From an optimization exercise on the open Yosys and OpenROAD flow, aimed at small area; shortcuts taken in it are not production practice. Only simulation tests tie the RTL to the original design; equivalence was not proved. Power and IR drop assume default switching activity.

==> flow/design.v <==
`timescale 1ns / 1ps
module s_axis_remapper #(
  parameter DATA_WIDTH       = 8,
  parameter IMAGE_KERNEL_12K = 64
)(
  input  logic                  i_clk,
  input  logic                  i_aresetn,
  input  logic [DATA_WIDTH-1:0] i_axis_tdata,
  input  logic                  i_axis_tvalid,
  output logic [DATA_WIDTH-1:0] o_wr_data,      
  output logic                  o_wr_en,        
  output logic [5:0]            o_wr_idx_nx,    
  output logic                  o_kernel_done   
);
always_ff @( posedge i_clk )
  o_wr_data <= i_axis_tdata;
logic [5:0] wr_idx;
assign o_wr_idx_nx = wr_idx + o_wr_en;
always_ff @( posedge i_clk, negedge i_aresetn )
  begin
    if ( ~i_aresetn ) begin
      o_wr_en <= 1'b0;
      wr_idx  <= '0;
    end else begin
      o_wr_en <= i_axis_tvalid;
      wr_idx  <= o_wr_idx_nx;
    end
  end
assign o_kernel_done = o_wr_en & ( &wr_idx );
endmodule
`timescale 1ns / 1ps
module remapper_module #(
  parameter DATA_WIDTH       = 8,
  parameter IMAGE_KERNEL_12K = 64
)(
  input  logic                  i_clk,
  input  logic                  i_aresetn,
  input  logic [DATA_WIDTH-1:0] i_wr_data,
  input  logic                  i_wr_en,
  input  logic [5:0]            i_wr_idx_nx,    
  input  logic                  i_kernel_done,
  input  logic [5:0]            i_rd_idx_nx,    
  output logic [DATA_WIDTH-1:0] o_rd_data,
  output logic                  o_rd_frame_start,  
  output logic                  o_rd_line_end      
);
logic [8:0] kernel_cnt, kernel_cnt_nx;
logic [1:0] kernel_mod3, kernel_mod3_nx;
always_comb
  begin
    kernel_cnt_nx  = kernel_cnt;
    kernel_mod3_nx = kernel_mod3;
    if ( i_kernel_done ) begin
      kernel_cnt_nx  = kernel_cnt + 1'b1;
      kernel_mod3_nx = ( kernel_mod3 == 2'd2 ) ? 2'd0 : kernel_mod3 + 1'b1;
    end
  end
always_ff @( posedge i_clk, negedge i_aresetn )
  begin
    if ( ~i_aresetn ) begin
      kernel_cnt  <= '0;
      kernel_mod3 <= '0;
    end else begin
      kernel_cnt  <= kernel_cnt_nx;
      kernel_mod3 <= kernel_mod3_nx;
    end
  end
assign o_rd_frame_start = ( kernel_cnt == 9'd1 );
assign o_rd_line_end    = ( kernel_cnt[1:0] == 2'd0 );
function automatic logic [5:0] slot_of ( input logic [5:0] x, input logic [1:0] m3,
                                         input logic m0, input logic m1 );
  logic [5:0] y;
  case ( { m3, m0 } )
    3'b000 : y = x;                                            
    3'b011 : y = { x[0], x[3], x[2], x[1], x[5], x[4] };       
    3'b100 : y = { x[4], x[2], x[1], x[5], x[0], x[3] };       
    3'b001 : y = { x[3], x[1], x[5], x[0], x[4], x[2] };       
    3'b010 : y = { x[2], x[5], x[0], x[4], x[3], x[1] };       
    default: y = { x[1], x[0], x[4], x[3], x[2], x[5] };       
  endcase
  slot_of = y ^ { 6 { m1 } };
endfunction
logic [5:0] wr_slot, rd_slot;
always_ff @( posedge i_clk )
  begin
    wr_slot <= slot_of( i_wr_idx_nx, kernel_mod3_nx, kernel_cnt_nx[0], kernel_cnt_nx[1] );
    rd_slot <= slot_of( i_rd_idx_nx, kernel_mod3_nx, kernel_cnt_nx[0], kernel_cnt_nx[1] );
  end
logic [7:0] wr_hi, wr_lo, rd_hi, rd_lo;
always_comb
  begin
    for ( int i = 0; i < 8; i++ ) begin
      wr_hi[i] = i_wr_en & ( wr_slot[5:3] == i );
      wr_lo[i] = ( wr_slot[2:0] == i );
      rd_hi[i] = ( rd_slot[5:3] == i );
      rd_lo[i] = ( rd_slot[2:0] == i );
    end
  end
logic [DATA_WIDTH-1:0] mem [0:IMAGE_KERNEL_12K-1];
logic [DATA_WIDTH-1:0] rd_or;
always_ff @( posedge i_clk )
  for ( int s = 0; s < IMAGE_KERNEL_12K; s++ )
    if ( wr_hi[s/8] & wr_lo[s%8] ) mem[s] <= i_wr_data;
always_comb
  begin
    rd_or = '0;
    for ( int s = 0; s < IMAGE_KERNEL_12K; s++ )
      rd_or = rd_or | ( mem[s] & { DATA_WIDTH { rd_hi[s/8] & rd_lo[s%8] } } );
  end
assign o_rd_data = rd_or;
endmodule
`timescale 1ns / 1ps
module m_axis_remapper #(
  parameter DATA_WIDTH       = 8,
  parameter IMAGE_KERNEL_12K = 64
)(
  input  logic                  i_clk,
  input  logic                  i_aresetn,
  input  logic                  i_kernel_done,
  output logic [5:0]            o_rd_idx_nx,    
  input  logic [DATA_WIDTH-1:0] i_rd_data,
  input  logic                  i_rd_frame_start,
  input  logic                  i_rd_line_end,
  output logic [DATA_WIDTH-1:0] m_axis_tdata,
  output logic                  m_axis_tvalid,
  output logic                  m_axis_tuser,
  output logic                  m_axis_tlast
);
logic       rd_active;
logic [5:0] rd_idx;
assign o_rd_idx_nx = rd_idx + rd_active;
always_ff @( posedge i_clk, negedge i_aresetn )
  begin
    if ( ~i_aresetn ) begin
      rd_active     <= 1'b0;
      rd_idx        <= '0;
      m_axis_tvalid <= 1'b0;
      m_axis_tuser  <= 1'b0;
      m_axis_tlast  <= 1'b0;
    end else begin
      rd_active     <= i_kernel_done | ( rd_active & ~( &rd_idx ) );
      rd_idx        <= o_rd_idx_nx;
      m_axis_tvalid <= rd_active;
      m_axis_tuser  <= ( rd_idx == 6'd0 ) & i_rd_frame_start;
      m_axis_tlast  <= ( &rd_idx ) & i_rd_line_end;
    end
  end
always_ff @( posedge i_clk )
  m_axis_tdata <= i_rd_data;
endmodule
`timescale 1ns / 1ps
module sv_remapper_12k_top #(
  parameter DATA_WIDTH       = 8,
  parameter IMAGE_KERNEL_12K = 64,
  parameter IMG_WIDTH        = 256,
  parameter IMG_HEIGHT       = 128
)(
  input  logic                  i_clk,
  input  logic                  i_aresetn,
  input  logic [DATA_WIDTH-1:0] s_axis_tdata,
  input  logic                  s_axis_tvalid,
  input  logic                  s_axis_tuser,
  input  logic                  s_axis_tlast,
  output logic                  s_axis_tready,
  output logic [DATA_WIDTH-1:0] m_axis_tdata,
  output logic                  m_axis_tvalid,
  output logic                  m_axis_tuser,
  output logic                  m_axis_tlast
);
always_ff @( posedge i_clk, negedge i_aresetn )
  begin
    if ( ~i_aresetn ) s_axis_tready <= 1'b0;
    else              s_axis_tready <= 1'b1;
  end
logic [DATA_WIDTH-1:0] wr_data;
logic                  wr_en;
logic [5:0]            wr_idx_nx;
logic                  kernel_done;
logic [5:0]            rd_idx_nx;
logic [DATA_WIDTH-1:0] rd_data;
logic                  rd_frame_start;
logic                  rd_line_end;
s_axis_remapper #(
  .DATA_WIDTH       ( DATA_WIDTH       ),
  .IMAGE_KERNEL_12K ( IMAGE_KERNEL_12K )
) remapper_receiver (
  .i_clk         ( i_clk         ),
  .i_aresetn     ( i_aresetn     ),
  .i_axis_tdata  ( s_axis_tdata  ),
  .i_axis_tvalid ( s_axis_tvalid ),
  .o_wr_data     ( wr_data       ),
  .o_wr_en       ( wr_en         ),
  .o_wr_idx_nx   ( wr_idx_nx     ),
  .o_kernel_done ( kernel_done   )
);
remapper_module #(
  .DATA_WIDTH       ( DATA_WIDTH       ),
  .IMAGE_KERNEL_12K ( IMAGE_KERNEL_12K )
) remapper_proc (
  .i_clk            ( i_clk          ),
  .i_aresetn        ( i_aresetn      ),
  .i_wr_data        ( wr_data        ),
  .i_wr_en          ( wr_en          ),
  .i_wr_idx_nx      ( wr_idx_nx      ),
  .i_kernel_done    ( kernel_done    ),
  .i_rd_idx_nx      ( rd_idx_nx      ),
  .o_rd_data        ( rd_data        ),
  .o_rd_frame_start ( rd_frame_start ),
  .o_rd_line_end    ( rd_line_end    )
);
m_axis_remapper #(
  .DATA_WIDTH       ( DATA_WIDTH       ),
  .IMAGE_KERNEL_12K ( IMAGE_KERNEL_12K )
) remapper_transmitter (
  .i_clk            ( i_clk          ),
  .i_aresetn        ( i_aresetn      ),
  .i_kernel_done    ( kernel_done    ),
  .o_rd_idx_nx      ( rd_idx_nx      ),
  .i_rd_data        ( rd_data        ),
  .i_rd_frame_start ( rd_frame_start ),
  .i_rd_line_end    ( rd_line_end    ),
  .m_axis_tdata     ( m_axis_tdata   ),
  .m_axis_tvalid    ( m_axis_tvalid  ),
  .m_axis_tuser     ( m_axis_tuser   ),
  .m_axis_tlast     ( m_axis_tlast   )
);
endmodule
==> flow/run.sh <==
#!/bin/bash
# synth_recipe.tcl (not shown) runs the flow's synth.tcl, then flattens the netlist and writes it again
# the make line also repeats each setting of config.mk as NAME=value (left out here)
make -C /OpenROAD-flow-scripts/flow DESIGN_CONFIG=/design/flow/config.mk WORK_HOME=/design/flow/orfs CLKGATE_MAP_FILE= SYNTH_SCRIPT=/design/flow/synth_recipe.tcl finish
==> flow/config.mk <==
export PLATFORM = sky130hd
export DESIGN_NAME = sv_remapper_12k_top
export DESIGN_NICKNAME = sv_remapper_12k_top
export VERILOG_FILES = /design/flow/design.v
export SDC_FILE = /design/flow/constraint.sdc
export NUM_CORES = 4
export LEC_CHECK = 0
export CAP_MARGIN = 20
export CORE_MARGIN = 2
export CORE_UTILIZATION = 55
export CTS_BUF_LIST = sky130_fd_sc_hd__clkbuf_16
export CTS_CLUSTER_DIAMETER = 80
export CTS_CLUSTER_SIZE = 30
export GPL_TIMING_DRIVEN = 0
export SETUP_SLACK_MARGIN = 0.3
export SLEW_MARGIN = 20
==> flow/constraint.sdc <==
create_clock -name core_clock -period 4.0 [get_ports {i_clk}]
set_input_delay 0.8000 -clock core_clock [delete_from_list [all_inputs] [get_ports {i_clk}]]
set_output_delay 0.8000 -clock core_clock [all_outputs]
set_load 0.01 [all_outputs]
==> results.cfg, run 1 <==
[logic_synthesis]
ys_ff_latch = 569
ys_seq_area_frac = 0.7649
netlist_instances = 1401
avgSynthCellArea_um2 = 15.55
synth_cell_types = 67
synth_fp_nets = 1421
yosys_warnings = 5
synth_edf_count = 512
synthArstFlopShare = 0.05097
synth_flop_cell = edfxtp_1
syn_area_um2 = 21780

[layout]
num-nets-final = 1489
stdcell_count = 2007
antennaDiodeCount = 0
drive_above_1_share = 0.1209
syn_to_final_growth_pct = 10.08
num-fill-cells = 2915

[placement]
io_buffers = 22
dp_cells = 1957
gp_congestion = 1.023
dp_hpwl_um = 51370

[timing]
min_period_over_period = 0.9110
fin_tns_setup_ns = 0
finalHoldViolCount = 0
grt_setup_unrepaired = no
drv_slew = 0
layout_min_cycle_time_ns = 3.644
tightest_slew_ns = 1.329
setup_violations = 0
clock_skew_ns = 0.03242
fmax_ghz = 0.2744
timing.hold.ws_ns = 0.2359
slew_headroom = 0.1106

[worst_setup_path]
crit_top_cell = nand3_1
crit_type = flop to flop
slowest_stage = a2111oi_1
crit_family = simple AND/OR/NAND/NOR gates
slowest_delay_ns = 0.83
cp-end-kind = flop
rr_startpoint = remapper_proc.rd_slot[2]$_DFF_P_
crit_buf_inv = 1
required_ns = 4.45
worstPathCellList = or3b_1 > clkbuf_1 > nor2_1 > a2111oi_1 > nand3_1 > nor4_2 > nand3_1
crit_fanout = 8
start_kind = flop
r2r_slack_ns = 0.36
arrival_ns = 4.10
reg2regPathDepth = 7
regToRegEndpoint = remapper_transmitter.m_axis_tdata[6]$_DFF_P_

[clocking]
htreeDepth = 1
cts_tree = yes
cts_sinks = 569
cts_made_buffers = 27
cts_hold_buf = 0
clk_pin_slew_ns = 0.10
cts-root-buf = clkbuf_16
insertion_delay_ns = 0.61
clockBufferDepth = 3

[die]
ioPinCount = 25
num_rows = 72
start_util = 0.5610
die_h_um = 203
core_area_um2 = 38830
dieWidth_um = 203
die_area_um2 = 41210

[outcome]
status = timing/DRC/antenna clean

[global_route]
overflow = 0
first_global_vias = 13130
grt_max_degree = 65
grt_pass1_wl_um = 104300
track_usage = 0.3737
antenna_found_initial = 2

[detailed_routing]
wire_per_inst_um = 37.93
vias_per_cell = 7.133
dr_total_vias = 14320
first_pass_iters = 7
ant_nets = 0
route.detailed.drc = 0
wirelength_um = 76130
drtIter0Drc = 2574

[flow_run]
cap_violations = 0

[pwr]
ir_drop_mv = 0.3902
power_density_nw_per_um2 = 505.8
power.total_mw = 12.13
p_leak_nw = 7.731

[hold_path]
min_path_type = input pin to asynchronous set/reset pin
Yosys cell counts, drive strengths merged (3+ instances only):
cell type  number  area share
ha              7      0.0040
inv            11      0.0019
dfrtp          29       0.033
a31oi           9      0.0026
nor4           21      0.0060
nor3b           5      0.0017
a21oi           7      0.0018
a222oi          5      0.0023
nand2          95       0.016
xnor2          21      0.0084
and4            3      0.0012
nand4          34       0.010
clkbuf         15      0.0026
a2111oi         7      0.0028
o21ai          13      0.0037
or3             5      0.0017
or3b            9      0.0036
buf            22      0.0068
nor2          157       0.027
nand2b          3     0.00086
nand3b          9      0.0036
a32oi           4      0.0016
nor2b           5      0.0014
nand3          33      0.0078
xor2            7      0.0028
and3           19      0.0055
nor3           20      0.0048
a41oi           4      0.0026
edfxtp        512        0.71
a221oi          7      0.0028
dfxtp          28       0.026
a22oi         247       0.085
area by class of cell:
cell class	instances	area (um^2)	area share
Timing Repair Buffer	39	439.2	0.01832
Sequential cell	569	16690	0.6960
Clock inverter	22	229.0	0.009550
Inverter	12	45.04	0.001879
Multi-Input combinational cell	783	5046	0.2105
Tap cell	518	648.1	0.02703
Buffer	37	205.2	0.008558
Clock buffer	27	675.6	0.02818
report_power, final:
group          switching [mW]  internal, mW
Combinational            1.26         0.541
Sequential              0.220          6.80
Clock                    1.98          1.33
Total                    3.45          8.67
logic make-up after synthesis:
group                    count (synthesis)  share of synthesized area
flip-flops                             569                     0.7649
AND/OR/NAND/NOR                        424                    0.09409
AO/OA/AOI/OAI                          321                     0.1131
buffers and inverters                   49                    0.01149
XOR/XNOR                                28                    0.01126
adder cells (fa/ha/maj)                  7                   0.004021
multiplexers                             2                  0.0009192
other                                    1                  0.0001722
what timing repair did:
item / 4_1_cts / 5_1_grt
endpoints found under the setup margin: 1 / 1
buffers inserted: 0 / 0
gates resized for setup: 2 / 1
state kept, by name (all words and copies together) (netlist names), 6 cells and up:
register	flops
remapper_proc.kernel_cnt	9
remapper_transmitter.rd_idx	6
remapper_proc.mem	512
remapper_receiver.wr_idx	6
remapper_proc.wr_slot	6
remapper_proc.rd_slot	6
remapper_receiver.o_wr_data	8
remapper_transmitter.m_axis_tdata	8
metrics by stage:
step / setup slack, ns / cell area [um^2] / util
after floorplan: 1.983 / 21780 / -
after global placement: 0.1355 / 22650 / 0.5833
after detailed placement: 0.1248 / 23050 / 0.5935
after CTS: 0.4179 / 23960 / 0.6170
after global routing: 0.4051 / 23980 / 0.6175
final: 0.3558 / 23980 / 0.6175
cells in the final DEF (no fill, tap or decap), types with 5 or more instances in the layout:
cell             netlist  final
clkbuf_1              15     15
ha_1                   7      7
xnor2_1               21     21
clkbuf_16              0     27
nor3b_1                5      5
a21oi_1                6      6
xor2_1                 7      7
dfxtp_1               28     20
inv_1                 11     19
nand4_1               33     33
clkdlybuf4s50_1        0     21
a2111oi_0              7      6
nand2_1               95     95
a22oi_1              247    247
buf_6                  5     14
dfrtp_1               29     29
and3_1                19     19
nor4_1                21     19
nor2b_1                5      5
buf_2                 14     15
a221oi_1               7      7
or3b_2                 5      5
nor3_1                19     19
nor2_1               156     91
nand3b_1               6      6
o21ai_0                7      7
a222oi_1               5      5
a31oi_1                9      9
nand3_1               32     32
edfxtp_1             512    512
nor2_2                 1     66
buf_8                  0      5
dfxtp_4                0      7
layer usage:
| layer | global-route usage | part of all wire | up-vias |
|---|---|---|---|
| met5 | 0 | 0.00041 | - |
| met4 | 0.1687 | 0.058 | 4 |
| met3 | 0.09807 | 0.13 | 211 |
| met2 | 0.5554 | 0.44 | 1109 |
| met1 | 0.5232 | 0.37 | 7240 |
| li1 | - | - | 5751 |
worst max-delay path by stage:
| stage | depth (start not counted) | endpoint | start |
|---|---|---|---|
| after floorplan | 8 | remapper_proc.wr_slot[0]$_DFF_P_ | remapper_receiver.wr_idx[0]$_DFF_PN0_ |
| after global placement | 7 | remapper_transmitter.m_axis_tdata[6]$_DFF_P_ | remapper_proc.rd_slot[2]$_DFF_P_ |
| after detailed placement | 7 | remapper_transmitter.m_axis_tdata[6]$_DFF_P_ | remapper_proc.rd_slot[2]$_DFF_P_ |
| after CTS | 8 | remapper_transmitter.m_axis_tdata[5]$_DFF_P_ | remapper_proc.rd_slot[1]$_DFF_P_ |
| after global routing | 7 | remapper_transmitter.m_axis_tdata[6]$_DFF_P_ | remapper_proc.rd_slot[2]$_DFF_P_ |
| final | 7 | remapper_transmitter.m_axis_tdata[6]$_DFF_P_ | remapper_proc.rd_slot[2]$_DFF_P_ |
worst reg2reg max path, delay by kind of cell, from the launching register on:
kind                   cells  cell delay, ns
and+or+nand+nor            5            1.86
AOI/OAI and AO/OA          1            0.83
DFF                        1            0.34
buffers and inverters      1            0.47
==> run 2, diff against run 1 <==
--- a/flow/config.mk
+++ b/flow/config.mk
@@ -8,9 +8,7 @@
 export CAP_MARGIN = 20
 export CORE_MARGIN = 2
 export CORE_UTILIZATION = 55
-export CTS_BUF_LIST = sky130_fd_sc_hd__clkbuf_16
-export CTS_CLUSTER_DIAMETER = 80
-export CTS_CLUSTER_SIZE = 30
+export CTS_BUF_LIST = sky130_fd_sc_hd__clkbuf_8
 export GPL_TIMING_DRIVEN = 0
 export SETUP_SLACK_MARGIN = 0.3
 export SLEW_MARGIN = 20
==> run 2 against run 1 <==
  * Still clean
  * Routed wire length grew 1.4%
  * Register-to-register slack worse by 0.03 ns
  * Fmax fell by 0.95%
  * Combinational power barely moved
  * Largest power group unchanged
  * Highest routed layer is now met4
==> results.cfg, run 2 <==
[detailed_routing]
ant_nets = 0
dr_total_vias = 14680
first_pass_iters = 6
wire_per_inst_um = 36.41
vias_per_cell = 6.922
wirelength_um = 77190
route.detailed.drc = 0
drtIter0Drc = 2408

[global_route]
first_global_vias = 13680
antenna_found_initial = 0
track_usage = 0.3812
grt_pass1_wl_um = 105700
overflow = 0
grt_max_degree = 65

[clocking]
htreeDepth = 3
cts_sinks = 569
clk_pin_slew_ns = 0.06
insertion_delay_ns = 0.67
clockBufferDepth = 3
cts_hold_buf = 0
cts_tree = yes
cts_made_buffers = 87
cts-root-buf = clkbuf_8

[logic_synthesis]
ys_ff_latch = 569
synth-simple-area-share = 0.09409
yosys_warnings = 5
avgSynthCellArea_um2 = 15.55
synthArstFlopShare = 0.05097
synth_compound_area_frac = 0.1131
synth_most_common_cell = edfxtp_1
synth-adder-area-share = 0.004021
synth_edf_count = 512
syn_area_um2 = 21780
synth_common_cells = 512 x edfxtp_1, 247 x a22oi_1, 156 x nor2_1, 95 x nand2_1, 33 x nand4_1
synth.largest_area_cell = edfxtp_1
synth_mux_area_frac = 0.0009191
yosysTopAreaCellShare = 0.7059
synth_flop_cell = edfxtp_1
ys_seq_area_frac = 0.7649
synth_fp_nets = 1421
synth_cell_types = 67
synth-xor-area-share = 0.01126
netlist_instances = 1401
ys_top_cells_by_area = edfxtp_1 71%, a22oi_1 8.5%, dfrtp_1 3.3%, nor2_1 2.7%, dfxtp_1 2.6%
synth_top_family_by_area = compound AO/OA/AOI/OAI gates

[die]
die_h_um = 203
dieWidth_um = 203
start_util = 0.5610
num_rows = 72
die_area_um2 = 41210
core_area_um2 = 38830
ioPinCount = 25

[layout]
stdcell_count = 2120
antennaDiodeCount = 0
layout_common_cells = 512 x edfxtp_1, 247 x a22oi_1, 95 x nand2_1
syn_to_final_growth_pct = 13.18
largest_reg_flops = 512
num-fill-cells = 2890
drive_above_1_share = 0.1536
num-nets-final = 1550
regMostFlops = remapper_proc.mem
reg.largest.list = remapper_proc.mem x512, remapper_proc.kernel_cnt x9
final_util = 0.6349
design_area_um2 = 24650
final_common_cell = edfxtp_1

[placement]
gp_congestion = 1.023
dp_cells = 1957
io_buffers = 22
place_area_um2 = 23050
dp_hpwl_um = 51370
pre_cts_ws_ns = 0.1248

[timing]
drv_slew = 0
worst_slack_ns = 0.3210
fmax_ghz = 0.2718
timing.hold.ws_ns = 0.1758
finalHoldViolCount = 0
grt_setup_unrepaired = no
fin_tns_setup_ns = 0
clock_skew_ns = 0.02791
tightest_slew_ns = 1.336
min_period_over_period = 0.9198
layout_min_cycle_time_ns = 3.679
setup_violations = 0
slew_headroom = 0.1060

[worst_setup_path]
crit_type = flop to flop
rr_startpoint = remapper_proc.rd_slot[2]$_DFF_P_
cp-end-kind = flop
regToRegEndpoint = remapper_transmitter.m_axis_tdata[6]$_DFF_P_
required_ns = 4.51
arrival_ns = 4.19
crit_fanout = 8
r2r_slack_ns = 0.32
reg2regPathDepth = 7
start_kind = flop

[pwr]
power.total_mw = 13.28
ir_drop_mv = 0.3472
power_density_nw_per_um2 = 538.6
p_leak_nw = 8.215

[hold_path]
min_path_type = input pin to asynchronous set/reset pin

[outcome]
status = timing/DRC/antenna clean

[flow_run]
cap_violations = 0
[run 2: cell count changes in the layout (fill, tap and decap cells not counted), sizes merged]
cell      before  now
clkbuf        42  107
clkinv         8   35
inv           23   44
clkinvlp       3    1
buf           40   41
bufinv         0    1
[run 2: logic make-up after synthesis]
kind of cell | count (synthesis)
flops | 569
simple gates | 424
compound gates | 321
buf+inv | 49
xor+xnor | 28
fa+ha+maj | 7
mux | 2
other cells | 1
[run 2: worst max-delay path by stage]
stage                                                startpoint                                           end  depth (start not counted)
after floorplan           remapper_receiver.wr_idx[0]$_DFF_PN0_              remapper_proc.wr_slot[0]$_DFF_P_                          8
after global placement         remapper_proc.rd_slot[2]$_DFF_P_  remapper_transmitter.m_axis_tdata[6]$_DFF_P_                          7
after detailed placement       remapper_proc.rd_slot[2]$_DFF_P_  remapper_transmitter.m_axis_tdata[6]$_DFF_P_                          7
after CTS                      remapper_proc.rd_slot[2]$_DFF_P_  remapper_transmitter.m_axis_tdata[6]$_DFF_P_                          7
after global routing           remapper_proc.rd_slot[4]$_DFF_P_  remapper_transmitter.m_axis_tdata[3]$_DFF_P_                          7
final                          remapper_proc.rd_slot[2]$_DFF_P_  remapper_transmitter.m_axis_tdata[6]$_DFF_P_                          7
[run 2: routing by layer]
metal  wire [um]  track usage
met1       28450       0.5281
met2       33200       0.5479
met3       10940       0.1172
met4        4589       0.1966
met5           0            0
[run 2: final cells by class]
class | count | area (um^2) | share of cell area
clock buffer | 92 | 1266 | 0.05136
multi-input combinational | 783 | 5041 | 0.2045
timing repair buffer | 40 | 446.7 | 0.01812
tap | 518 | 648.1 | 0.02629
sequential | 569 | 16690 | 0.6770
buffer | 37 | 205.2 | 0.008324
clock inverter | 69 | 311.5 | 0.01264
inverter | 12 | 45.04 | 0.001827
[run 2: what timing repair did]
| item | 4_1_cts | 5_1_grt |
|---|---|---|
| setup endpoints to repair | 1 | 2 |
| cloned | 0 | 0 |
| endpoints found under the hold margin | 0 | 0 |
| gates resized for setup | 1 | 2 |
| setup buffers | 0 | 0 |
[run 2: worst max-delay path: stages (launching register included)]
cell and delay (ns):
dfxtp_1 0.32, or3b_1 0.16, clkbuf_1 0.48, nor2_1 0.42
a2111oi_1 0.88, nand3_1 0.43, nor4_2 0.68, nand3_1 0.17
[run 2: where the power goes]
part           switching [mW]  total, mW  internal (mW)  leakage [nW]
combinational            1.26       1.80          0.539          2.05
sequential              0.221       7.04           6.81          5.23
clock                    2.25       4.45           2.19         0.934
total                    3.73       13.3           9.55          8.22
==> run 3, diff against run 2 <==
--- a/flow/config.mk
+++ b/flow/config.mk
@@ -10,5 +10,4 @@
 export CORE_UTILIZATION = 55
 export CTS_BUF_LIST = sky130_fd_sc_hd__clkbuf_8
 export GPL_TIMING_DRIVEN = 0
-export SETUP_SLACK_MARGIN = 0.3
 export SLEW_MARGIN = 20
==> run 3 against run 2 <==
  * Now fails the layout checks on negative setup slack
  * Setup slack worse by 0.46 ns
  * Sequential share of layout area about the same
  * Synthesized area unchanged
  * Highest routed layer unchanged
  * Sequential cell count unchanged
  * Design area about the same
  * Routed wire length barely moved
  * Total power barely moved
  * Combinational power about the same
  * Sequential power barely moved
==> results.cfg, run 3 <==
[detailed_routing]
ant_nets = 0
dr_total_vias = 14600
wirelength_um = 77130
wire_per_inst_um = 36.38
first_pass_iters = 7
vias_per_cell = 6.886
drtIter0Drc = 2479
route.detailed.drc = 0

[layout]
num-fill-cells = 2891
reg.largest.list = remapper_proc.mem x512, remapper_proc.kernel_cnt x9
num-nets-final = 1550
syn_to_final_growth_pct = 13.15
multi_input_area_um2 = 5034
antennaDiodeCount = 0
layout_common_cells = 512 x edfxtp_1, 247 x a22oi_1, 95 x nand2_1
largest_reg_flops = 512
regArea_um2 = 16690
final_common_cell = edfxtp_1
regMostFlops = remapper_proc.mem
drive_above_1_share = 0.1529

[pwr]
power_density_nw_per_um2 = 538.8
p_seq_frac = 0.530
comb_power_share = 0.135
p_int_mw = 9.546
p_sw_mw = 3.732
power.total_mw = 13.28
clkPwrFrac = 0.335
p_leak_nw = 8.214
ir_drop_mv = 0.3467
swShare = 0.2810

[clocking]
cts_hold_buf = 0
insertion_delay_ns = 0.67
htreeDepth = 3
cts-root-buf = clkbuf_8
cts_tree = yes
clockBufferDepth = 3
cts_made_buffers = 87
cts_sinks = 569
clk_pin_slew_ns = 0.06

[logic_synthesis]
synthArstFlopShare = 0.05097
netlist_instances = 1401
yosysTopAreaCellShare = 0.7059
synth_flop_cell = edfxtp_1
ys_seq_area_frac = 0.7649
synth_most_common_cell = edfxtp_1
synth_common_cells = 512 x edfxtp_1, 247 x a22oi_1, 156 x nor2_1, 95 x nand2_1, 33 x nand4_1
avgSynthCellArea_um2 = 15.55
synth.largest_area_cell = edfxtp_1
syn_area_um2 = 21780
ys_top_cells_by_area = edfxtp_1 71%, a22oi_1 8.5%, dfrtp_1 3.3%, nor2_1 2.7%, dfxtp_1 2.6%
synth_edf_count = 512
ys_ff_latch = 569
synth_fp_nets = 1421
yosys_warnings = 5
synth_cell_types = 67

[timing]
drv_slew = 0
tightest_slew_ns = 1.332
grt_setup_unrepaired = no
min_period_over_period = 1.035
finalHoldViolCount = 0
setup_violations = 1
fmax_ghz = 0.2415
slew_headroom = 0.1089
worst_slack_ns = -0.1401
clock_skew_ns = 0.02811
timing.hold.ws_ns = 0.1707
layout_min_cycle_time_ns = 4.140

[die]
die_h_um = 203
core_area_um2 = 38830
num_rows = 72
dieWidth_um = 203
start_util = 0.5610
die_area_um2 = 41210
ioPinCount = 25

[worst_setup_path]
regToRegEndpoint = remapper_transmitter.m_axis_tdata[6]$_DFF_P_
slowest_delay_ns = 1.03
worstPathCellList = or3b_1 > clkbuf_1 > nor2_1 > a2111oi_1 > nand3_1 > nor4_1 > nand3_1
start_kind = flop
crit_end = remapper_transmitter.m_axis_tdata[6]$_DFF_P_
rr_startpoint = remapper_proc.rd_slot[2]$_DFF_P_
slowest_stage = nor4_1
arrival_ns = 4.64
crit_fanout = 8
crit_type = flop to flop
required_ns = 4.50
startpoint = remapper_proc.rd_slot[2]$_DFF_P_
cp-end-kind = flop
r2r_slack_ns = -0.14
reg2regPathDepth = 7
crit_top_cell = nand3_1

[global_route]
track_usage = 0.3812
grt_max_degree = 65
grt_pass1_wl_um = 105700
first_global_vias = 13680
antenna_found_initial = 0
overflow = 0

[hold_path]
min_path_type = input pin to asynchronous set/reset pin

[outcome]
failed_checks = negative setup slack
status = finished with violations

[placement]
dp_hpwl_um = 51370
io_buffers = 22
gp_congestion = 1.023
pre_cts_ws_ns = 0.1248

[flow_run]
cap_violations = 0
-- run 3: cell counts after synthesis --
No cell type changed its count.
-- run 3: repair_timing --
action / 4_1_cts / 5_1_grt
setup endpoints to repair: 0 / 1
setup buffers: 0 / 0
resized for setup: 0 / 1
-- run 3: metrics by stage --
stage          utilization  std cells  TNS, ns  area [um^2]
2_1_floorplan            -       1401        0        21780
3_3_place_gp        0.5833       1941        0        22650
3_5_place_dp        0.5935       1957        0        23050
4_1_cts             0.6342       2118        0        24620
5_1_grt             0.6347       2120        0        24640
6_report            0.6347       2120  -0.1401        24640
-- run 3: worst min-delay path by stage --
stage                                                        start                                      endpoint  slack (ns)  cells after the start
after floorplan           remapper_transmitter.rd_active$_DFF_PN0_  remapper_transmitter.m_axis_tvalid$_DFF_PN0_        0.38                      0
after global routing                                     i_aresetn         remapper_receiver.wr_idx[0]$_DFF_PN0_        0.22                      1
after CTS                                                i_aresetn      remapper_transmitter.rd_idx[3]$_DFF_PN0_        0.16                      1
after detailed placement  remapper_transmitter.rd_active$_DFF_PN0_  remapper_transmitter.m_axis_tvalid$_DFF_PN0_        0.40                      0
after global placement    remapper_transmitter.rd_active$_DFF_PN0_  remapper_transmitter.m_axis_tvalid$_DFF_PN0_        0.39                      0
final                                                    i_aresetn           remapper_receiver.o_wr_en$_DFF_PN0_        0.17                      1
-- run 3: cell type report --
class / instances / area share
buffer: 37 / 0.008326
clock buffer: 92 / 0.05138
clock inverter: 69 / 0.01264
inverter: 12 / 0.001828
multi-input combinational: 783 / 0.2042
sequential: 569 / 0.6772
tap: 518 / 0.02630
timing repair buffer: 40 / 0.01812
-- run 3: kinds of logic (layout without fill, tap and decap cells) --
kind of cell    count (synthesis)  count (layout)  synth area share
buf+inv                        49             250           0.01149
xor+xnor                       28              28           0.01126
other cells                     1               1         0.0001722
flops                         569             569            0.7649
compound gates                321             321            0.1131
simple gates                  424             424           0.09409
fa+ha+maj                       7               7          0.004021
mux                             2               2         0.0009192
-- run 3: power groups by stage --
stage	registers, mW	clock network, mW	logic (mW)
after floorplan	7.11	0	0.943
after detailed placement	7.15	0	1.73
after CTS	7.03	4.43	1.74
after global routing	7.07	4.71	1.87
final	7.04	4.45	1.80
after global placement	7.16	0	1.63
-- run 3: worst max-delay path: cells and delay by family (launching register included) --
kind / cells / cell delay, ns
AO/OA/AOI/OAI: 1 / 0.95
buffers and inverters: 1 / 0.47
flip-flops: 1 / 0.32
AND/OR/NAND/NOR: 5 / 2.23
-- run 3: per-layer routing --
layer  up-vias  track usage  share of wire
met5         -            0              0
met4         0       0.1966          0.059
met3       233       0.1172           0.14
met2      1172       0.5479           0.43
met1      7287       0.5281           0.37
li1       5907            -              -
==> run 4, diff against run 3 <==
--- a/flow/config.mk
+++ b/flow/config.mk
@@ -7,7 +7,6 @@
 export LEC_CHECK = 0
 export CAP_MARGIN = 20
 export CORE_MARGIN = 2
-export CORE_UTILIZATION = 55
-export CTS_BUF_LIST = sky130_fd_sc_hd__clkbuf_8
+export CORE_UTILIZATION = 40
 export GPL_TIMING_DRIVEN = 0
 export SLEW_MARGIN = 20
==> run 4 against run 3 <==
  * The run now finishes clean
  * Non-clock buffer count is 4 lower
  * Critical path depth is the same
  * Setup slack better by 0.35 ns
  * Via count down 0.73%
  * Register-to-register slack better by 0.35 ns
  * Die area increased by 37%
  * Global-route usage down 11 points
  * Design area increased by 2.2%
  * Routed wire length decreased by 0.36%
  * Worst hold slack improved by 0.034 ns
  * Count of clock-buffer cells in the layout is 22 lower
  * Cell count grew 5.4%
  * Critical endpoint unchanged
  * Largest cell class unchanged
  * Largest power group unchanged
  * Highest routed layer is now met5
==> results.cfg, run 4 <==
[global_route]
antenna_found_initial = 1
grt_max_degree = 65
first_global_vias = 13600
overflow = 0
track_usage = 0.2719
grt_pass1_wl_um = 105500

[timing]
clock_skew_ns = 0.04785
tightest_slew_ns = 1.238
worst_slack_ns = 0.2117
layout_min_cycle_time_ns = 3.788
grt_setup_unrepaired = no
min_period_over_period = 0.9471
fin_tns_setup_ns = 0
drv_slew = 0
fmax_ghz = 0.2640
setup_violations = 0
finalHoldViolCount = 0
slew_headroom = 0.1717

[die]
die_h_um = 237.4
core_area_um2 = 53810
ioPinCount = 25
start_util = 0.4047
die_area_um2 = 56340
dieWidth_um = 237.4
num_rows = 85

[clocking]
clockBufferDepth = 3
clk_pin_slew_ns = 0.07
cts_tree = yes
cts_resized = 0
cts_setup_buffers = 0
cts-root-buf = clkbuf_16
htreeDepth = 2
cts_sinks = 569
insertion_delay_ns = 0.66
cts_made_buffers = 56
cts_hold_buf = 0

[logic_synthesis]
synth_common_cells = 512 x edfxtp_1, 247 x a22oi_1, 156 x nor2_1, 95 x nand2_1, 33 x nand4_1
synth_flop_cell = edfxtp_1
synth_most_common_cell = edfxtp_1
synth_edf_count = 512
ys_seq_area_frac = 0.7649
synth_fp_nets = 1421
ys_top_cells_by_area = edfxtp_1 71%, a22oi_1 8.5%, dfrtp_1 3.3%, nor2_1 2.7%, dfxtp_1 2.6%
synth_cell_types = 67
yosysTopAreaCellShare = 0.7059
yosys_warnings = 5
syn_area_um2 = 21780
avgSynthCellArea_um2 = 15.55
synthArstFlopShare = 0.05097
ys_ff_latch = 569
netlist_instances = 1401
synth.largest_area_cell = edfxtp_1

[layout]
layout_common_cells = 512 x edfxtp_1, 247 x a22oi_1, 95 x nand2_1
syn_to_final_growth_pct = 15.64
reg.largest.list = remapper_proc.mem x512, remapper_proc.kernel_cnt x9
design_area_um2 = 25190
regMostFlops = remapper_proc.mem
antennaDiodeCount = 0
num-nets-final = 1515
largest_reg_flops = 512
drive_above_1_share = 0.1429
final_util = 0.4681
final_common_cell = edfxtp_1

[worst_setup_path]
crit_top_cell = nand3_1
cp.depth = 7
slowest_stage = nor4_1
crit_family = simple AND/OR/NAND/NOR gates
crit_type = flop to flop
cp-end-kind = flop
crit_fanout = 10
slowest_delay_ns = 0.97
regToRegEndpoint = remapper_transmitter.m_axis_tdata[6]$_DFF_P_
crit_buf_inv = 1
start_kind = flop
reg2regPathDepth = 7
rr_startpoint = remapper_proc.rd_slot[4]$_DFF_P_
required_ns = 4.46
arrival_ns = 4.25
r2r_slack_ns = 0.21
worstPathCellList = buf_2 > nand3b_2 > nor2_1 > a2111oi_0 > nand3_1 > nor4_1 > nand3_1

[placement]
gp_congestion = 1.005
place_area_um2 = 23240
dp_hpwl_um = 50510
pre_cts_ws_ns = 0.5540
io_buffers = 22

[pwr]
power.total_mw = 14.36
ir_drop_mv = 0.3192
power_density_nw_per_um2 = 570.1
p_leak_nw = 8.191
p_seq_frac = 0.491
swShare = 0.2664
comb_power_share = 0.124
clkPwrFrac = 0.385
p_int_mw = 10.53
p_sw_mw = 3.825

[flow_run]
cap_violations = 0

[outcome]
status = timing/DRC/antenna clean

[detailed_routing]
wire_per_inst_um = 34.39
dr_total_vias = 14490
wirelength_um = 76860
drtIter0Drc = 2993
first_pass_iters = 6
route.detailed.drc = 0
vias_per_cell = 6.485
ant_nets = 0

[hold_path]
min_path_type = input pin to asynchronous set/reset pin
[run 4: worst max path at each step]
stage,startpoint,to,slack (ns)
after floorplan,remapper_receiver.wr_idx[0]$_DFF_PN0_,remapper_proc.wr_slot[0]$_DFF_P_,1.98
after global placement,remapper_proc.rd_slot[4]$_DFF_P_,remapper_transmitter.m_axis_tdata[6]$_DFF_P_,0.52
after detailed placement,remapper_proc.rd_slot[4]$_DFF_P_,remapper_transmitter.m_axis_tdata[6]$_DFF_P_,0.55
after CTS,remapper_proc.rd_slot[4]$_DFF_P_,remapper_transmitter.m_axis_tdata[6]$_DFF_P_,0.56
after global routing,remapper_proc.rd_slot[0]$_DFF_P_,remapper_transmitter.m_axis_tdata[5]$_DFF_P_,0.38
final,remapper_proc.rd_slot[4]$_DFF_P_,remapper_transmitter.m_axis_tdata[6]$_DFF_P_,0.21
[run 4: stage by stage]
stage               hold slack (ns)  std cells
finish                       0.2050       2235
floorplan                    0.3774       1401
detailed placement           0.4041       2133
global route                 0.2538       2235
CTS                          0.2131       2235
global placement             0.4025       2119
[run 4: power groups by stage]
stage / sequential [mW] / combinational [mW] / clock, mW
2_1_floorplan: 7.11 / 0.943 / 0
3_3_place_gp: 7.17 / 1.62 / 0
3_5_place_dp: 7.16 / 1.72 / 0
4_1_cts: 7.04 / 1.72 / 5.54
5_1_grt: 7.07 / 1.86 / 5.80
6_report: 7.04 / 1.78 / 5.53
[run 4: per-layer routing]
layer	GRT usage	wire length (um)	vias to the layer above
met1	0.3639	28860	7278
met5	0	8	-
met4	0.1269	4078	2
met3	0.08361	10150	229
met2	0.4070	33760	1152
li1	-	-	5832
[run 4: area by class of cell]
class,count,area [um^2]
clock buffers,70,1504
multi-input cells,783,5037
well taps,696,870.8
inverters,12,45.04
plain buffers,37,205.2
clock inverters,32,421.7
fillers,4638,28630
flip-flops and latches,569,16690
repair buffers,36,412.9
[run 4: cells by family after synthesis]
family,synth area share
muxes,0.0009192
other,0.0001722
and+or+nand+nor,0.09409
AOI/OAI and AO/OA,0.1131
xor gates and xnor gates,0.01126
buffers and inverters,0.01149
DFF,0.7649
adders and majority gates,0.004021

## afterwards: timing with drivers on the ports
How much do the figures lean on ideal ports? The routed layouts below were timed once more, with nothing changed but the port constraints.
Step 1 sets driving cells, clkbuf_16 on the clock port and buf_2 on the other inputs (assumed; they add their load-dependent delay and slew).
Step 2, shift: input delay + t, output delay - t, t = (earliest + latest rising clock arrival at the registers) / 2. This alone moves slack from input paths to output paths.
Slacks: ideal / step 1 / step 2; pairs: ideal / step 1.
run | t (ns) | setup slack, ns | clock arrival spread, ns | pins driven straight from the clock port
run 1 | 0.652 | 0.356 / 0.356 / 0.356 | 0.034 / 0.034 | 1
run 2 | 0.703 | 0.321 / 0.321 / 0.321 | 0.029 / 0.028 | 1
run 3 | 0.704 | -0.140 / -0.140 / -0.140 | 0.028 / 0.029 | 1
run 4 | 0.700 | 0.212 / 0.212 / 0.212 | 0.049 / 0.049 | 1
